This design comes from an exercise in tuning for small area, a short achievable clock period and few clock cycles on the open sky130 flow, not from production work.
Only simulation tests tie the RTL to the original design; equivalence was not proved.
No driver is modelled on the clock port, so clock power and skew are understated where the tree is cut down; a real chip needs a root buffer or a tree.

==> flow/design.v <==
`timescale 1ns/10ps
module ELA(clk, rst, in_data, data_rd, req, wen, addr, data_wr, done);
	input				clk;
	input				rst;
	input		[7:0]	in_data;
	input		[7:0]	data_rd;
	output				req;
	output	reg			wen;
	output	reg	[9:0]	addr;
	output	reg	[7:0]	data_wr;
	output	reg			done;
	reg			main, vld, nreq;
	assign req = ~nreq;
	reg			s0, s1, s2;
	reg	[4:0]	k;
	reg	[3:0]	j;
	reg	[7:0]	xr, v, yr, p, q;
	reg	[8:0]	dreg, bd;
	reg	[7:0]	sreg, bs;
	wire [7:0] yn = ~yr;
	wire [7:0] sp = xr ^ yr;	 
	wire [7:0] ep = xr ^ yn;	 
	reg [7:0] sg, sq, eg, eq;	 
	integer l, i, t;
	always @(*) begin
		sg = xr & yr;
		sq = sp;
		eg = xr & yn;
		eq = ep;
		for (l = 0; l < 3; l = l + 1)
			for (i = 0; i < 8; i = i + 1)
				if ((i >> l) & 1) begin
					t = ((i >> (l + 1)) << (l + 1)) + (1 << l) - 1;
					sg[i] = sg[i] | (sq[i] & sg[t]);
					sq[i] = sq[i] & sq[t];
					eg[i] = eg[i] | (eq[i] & eg[t]);
					eq[i] = eq[i] & eq[t];
				end
	end
	wire [8:0] sum = {sg[7], sp ^ {sg[6:0], 1'b0}};
	wire [8:0] e = {eg[7], ep ^ {eg[6:0], 1'b0}};
	wire [7:0] m = e[8] ? e[7:0] : ~e[7:0];
	wire [10:0] cmp = {2'b00, dreg[7:0], 1'b1} + {~bd[8], ~bd, dreg[8]};
	wire lt = cmp[10];
	wire [8:0] dm1 = dreg[8] ? {1'b0, dreg[7:0]} : {1'b0, dreg[7:0]} - 9'd1;
	wire edge_col = (k == 5'd1) || (k == 5'd2);
	wire upd = s1 | (lt & ~edge_col & (s2 | s0));
	wire [4:0] k1 = k + 5'd1;
	always @(posedge clk) begin
		dreg <= {e[8], m};
		sreg <= sum[8:1];
		if (upd) begin
			bd <= dm1;
			bs <= sreg;
		end
		if (s0) begin
			xr <= v;
			v <= xr;
		end else if (s1)
			xr <= data_rd;
		if (s0)
			yr <= data_wr;
		else if (s1)
			yr <= q;
		else
			yr <= p;
		if (s1) begin
			p <= yr;
			q <= p;
		end
		data_wr <= s1 ? bs : in_data;
		addr[4:0] <= s1 ? k - 5'd2 : k;
		addr[5] <= s1;
		if (!main)
			addr[9:6] <= 4'd0;
		else if (s2)
			addr[9:6] <= j + 4'd1;
		else if (s1 && k[4:1] == 4'd0)
			addr[9:6] <= j - 4'd1;
		else
			addr[9:6] <= j;
	end
	always @(posedge clk or posedge rst) begin
		if (rst) begin
			main <= 1'b0;
			vld <= 1'b0;
			s0 <= 1'b0;
			s1 <= 1'b0;
			s2 <= 1'b0;
			k <= 5'd0;
			j <= 4'd0;
			nreq <= 1'b0;
			wen <= 1'b0;
			done <= 1'b0;
		end else if (done) begin
			nreq <= 1'b1;
			wen <= 1'b0;
		end else if (!main) begin
			vld <= ~nreq;
			if (vld) k <= k1;
			wen <= vld;
			if (vld && k == 5'd31) begin
				main <= 1'b1;
				s2 <= 1'b1;
				nreq <= 1'b1;
			end
		end else begin
			s0 <= s2;
			s1 <= s0;
			s2 <= s1;
			nreq <= ~s0;
			if (s1) begin
				k <= k1;
				if (k == 5'd31) j <= j + 4'd1;
			end
			if (s2) begin
				wen <= (j != 4'd15);
				if (j == 4'd15 && k == 5'd2) begin
					done <= 1'b1;
					main <= 1'b0;
					wen <= 1'b0;
				end
			end else
				wen <= s1;
		end
	end
endmodule
==> flow/config.mk <==
export PLATFORM = sky130hd
export DESIGN_NAME = ELA
export DESIGN_NICKNAME = ELA
export VERILOG_FILES = /design/flow/design.v
export SDC_FILE = /design/flow/constraint.sdc
export NUM_CORES = 8
export LEC_CHECK = 0
export CAP_MARGIN = 20
export CORE_MARGIN = 2
export CORE_UTILIZATION = 40
export SETUP_SLACK_MARGIN = 3.2
export SLEW_MARGIN = 20
==> flow/constraint.sdc <==
create_clock -name core_clock -period 5.0 [get_ports {clk}]
set_input_delay 1.0000 -clock core_clock [delete_from_list [all_inputs] [get_ports {clk}]]
set_output_delay 1.0000 -clock core_clock [all_outputs]
set_load 0.01 [all_outputs]
standard.sh (not shown) runs the stock make flow with config.mk's settings and CLKGATE_MAP_FILE= SYNTH_SCRIPT=/design/flow/synth_recipe.tcl, a recipe that flattens the netlist after the stock synthesis.
==> flow/flow/run.sh <==
#!/bin/bash
# Own layout flow: the standard ORFS flow, except that the clock tree is
# built by flow/cts.tcl (a copy of ORFS's cts.tcl whose TritonCTS call is
# replaced by one level of clock buffers, see manual_clock_tree there).
# Every tool's output goes to a log in this folder.
set -euo pipefail
W=$(pwd)
rm -rf "$W/scripts"
cp -r "$FLOW_HOME/scripts" "$W/scripts"
cp "$W/flow/cts.tcl" "$W/scripts/cts.tcl"
export SCRIPTS_DIR="$W/scripts"
export CLKTREE_NBUF=${CLKTREE_NBUF:-4}
export CLKTREE_BUF=${CLKTREE_BUF:-sky130_fd_sc_hd__clkbuf_16}
[ -f "$W/flow/env.sh" ] && source "$W/flow/env.sh"
bash standard.sh synth > "$W/flow_synth.log" 2>&1
bash standard.sh floorplan > "$W/flow_floorplan.log" 2>&1
bash standard.sh place > "$W/flow_place.log" 2>&1
bash standard.sh cts > "$W/flow_cts.log" 2>&1
bash standard.sh finish > "$W/flow_finish.log" 2>&1
test -s "$W/out/final.def"
Other scripts of this flow, unchanged in this note and not shown: flow/flow/cts.tcl
Testbench counts at the start, summed over its fixed seeds: cycles 47,392.
Change:
--- a/flow/design.v
+++ b/flow/design.v
@@ -15,32 +15,12 @@
 	reg	[4:0]	k;
 	reg	[3:0]	j;
 	reg	[7:0]	xr, v, yr, p, q;
 	reg	[8:0]	dreg, bd;
 	reg	[7:0]	sreg, bs;
-	wire [7:0] yn = ~yr;
-	wire [7:0] sp = xr ^ yr;	 
-	wire [7:0] ep = xr ^ yn;	 
-	reg [7:0] sg, sq, eg, eq;	 
-	integer l, i, t;
-	always @(*) begin
-		sg = xr & yr;
-		sq = sp;
-		eg = xr & yn;
-		eq = ep;
-		for (l = 0; l < 3; l = l + 1)
-			for (i = 0; i < 8; i = i + 1)
-				if ((i >> l) & 1) begin
-					t = ((i >> (l + 1)) << (l + 1)) + (1 << l) - 1;
-					sg[i] = sg[i] | (sq[i] & sg[t]);
-					sq[i] = sq[i] & sq[t];
-					eg[i] = eg[i] | (eq[i] & eg[t]);
-					eq[i] = eq[i] & eq[t];
-				end
-	end
-	wire [8:0] sum = {sg[7], sp ^ {sg[6:0], 1'b0}};
-	wire [8:0] e = {eg[7], ep ^ {eg[6:0], 1'b0}};
+	wire [8:0] sum = xr + yr;
+	wire [8:0] e = {1'b0, xr} + {1'b0, ~yr};
 	wire [7:0] m = e[8] ? e[7:0] : ~e[7:0];
 	wire [10:0] cmp = {2'b00, dreg[7:0], 1'b1} + {~bd[8], ~bd, dreg[8]};
 	wire lt = cmp[10];
 	wire [8:0] dm1 = dreg[8] ? {1'b0, dreg[7:0]} : {1'b0, dreg[7:0]} - 9'd1;
 	wire edge_col = (k == 5'd1) || (k == 5'd2);
The new run ran to the end with no violations.
Final area rose by about 0.6%.
Routed wire length fell by 2.8%.
Via count rose by about 8%.
Worst setup slack is better by 72 ps.
Hold slack is worse by 13 ps.
Testbench counts after the change, summed over its fixed seeds: cycles 47,392.
In every run of this note, the design's own scripts or RTL, not TritonCTS, make the clock network.

==> separate check: timing with driven ports <==
How much do the figures lean on ideal ports? The routed layouts below were timed once more, with nothing changed but the port constraints.
Step 1 assumes that a clkbuf_16 drives the clock port and a buf_2 every other input.
Step 2 also shifts input and output timing later by t, the mid clock arrival at the registers, as if the neighbouring blocks saw the same clock.
a / b / c = no drivers / after step 1 / after step 2; a / b = the first two.
| run | shift t [ns] | setup slack, ns | hold WS [ns] | clock arrival spread, ns | slew at the worst register clock pin (ns) |
|---|---|---|---|---|---|
| the first run | 0.239 | 2.938 / 2.938 / 2.938 | 0.413 / 0.413 / 0.413 | 0.011 / 0.011 | 0.10 / 0.10 |
| the second run | 0.241 | 3.010 / 3.010 / 3.010 | 0.401 / 0.401 / 0.401 | 0.018 / 0.019 | 0.11 / 0.11 |
After both steps setup and hold are still met in every run listed.
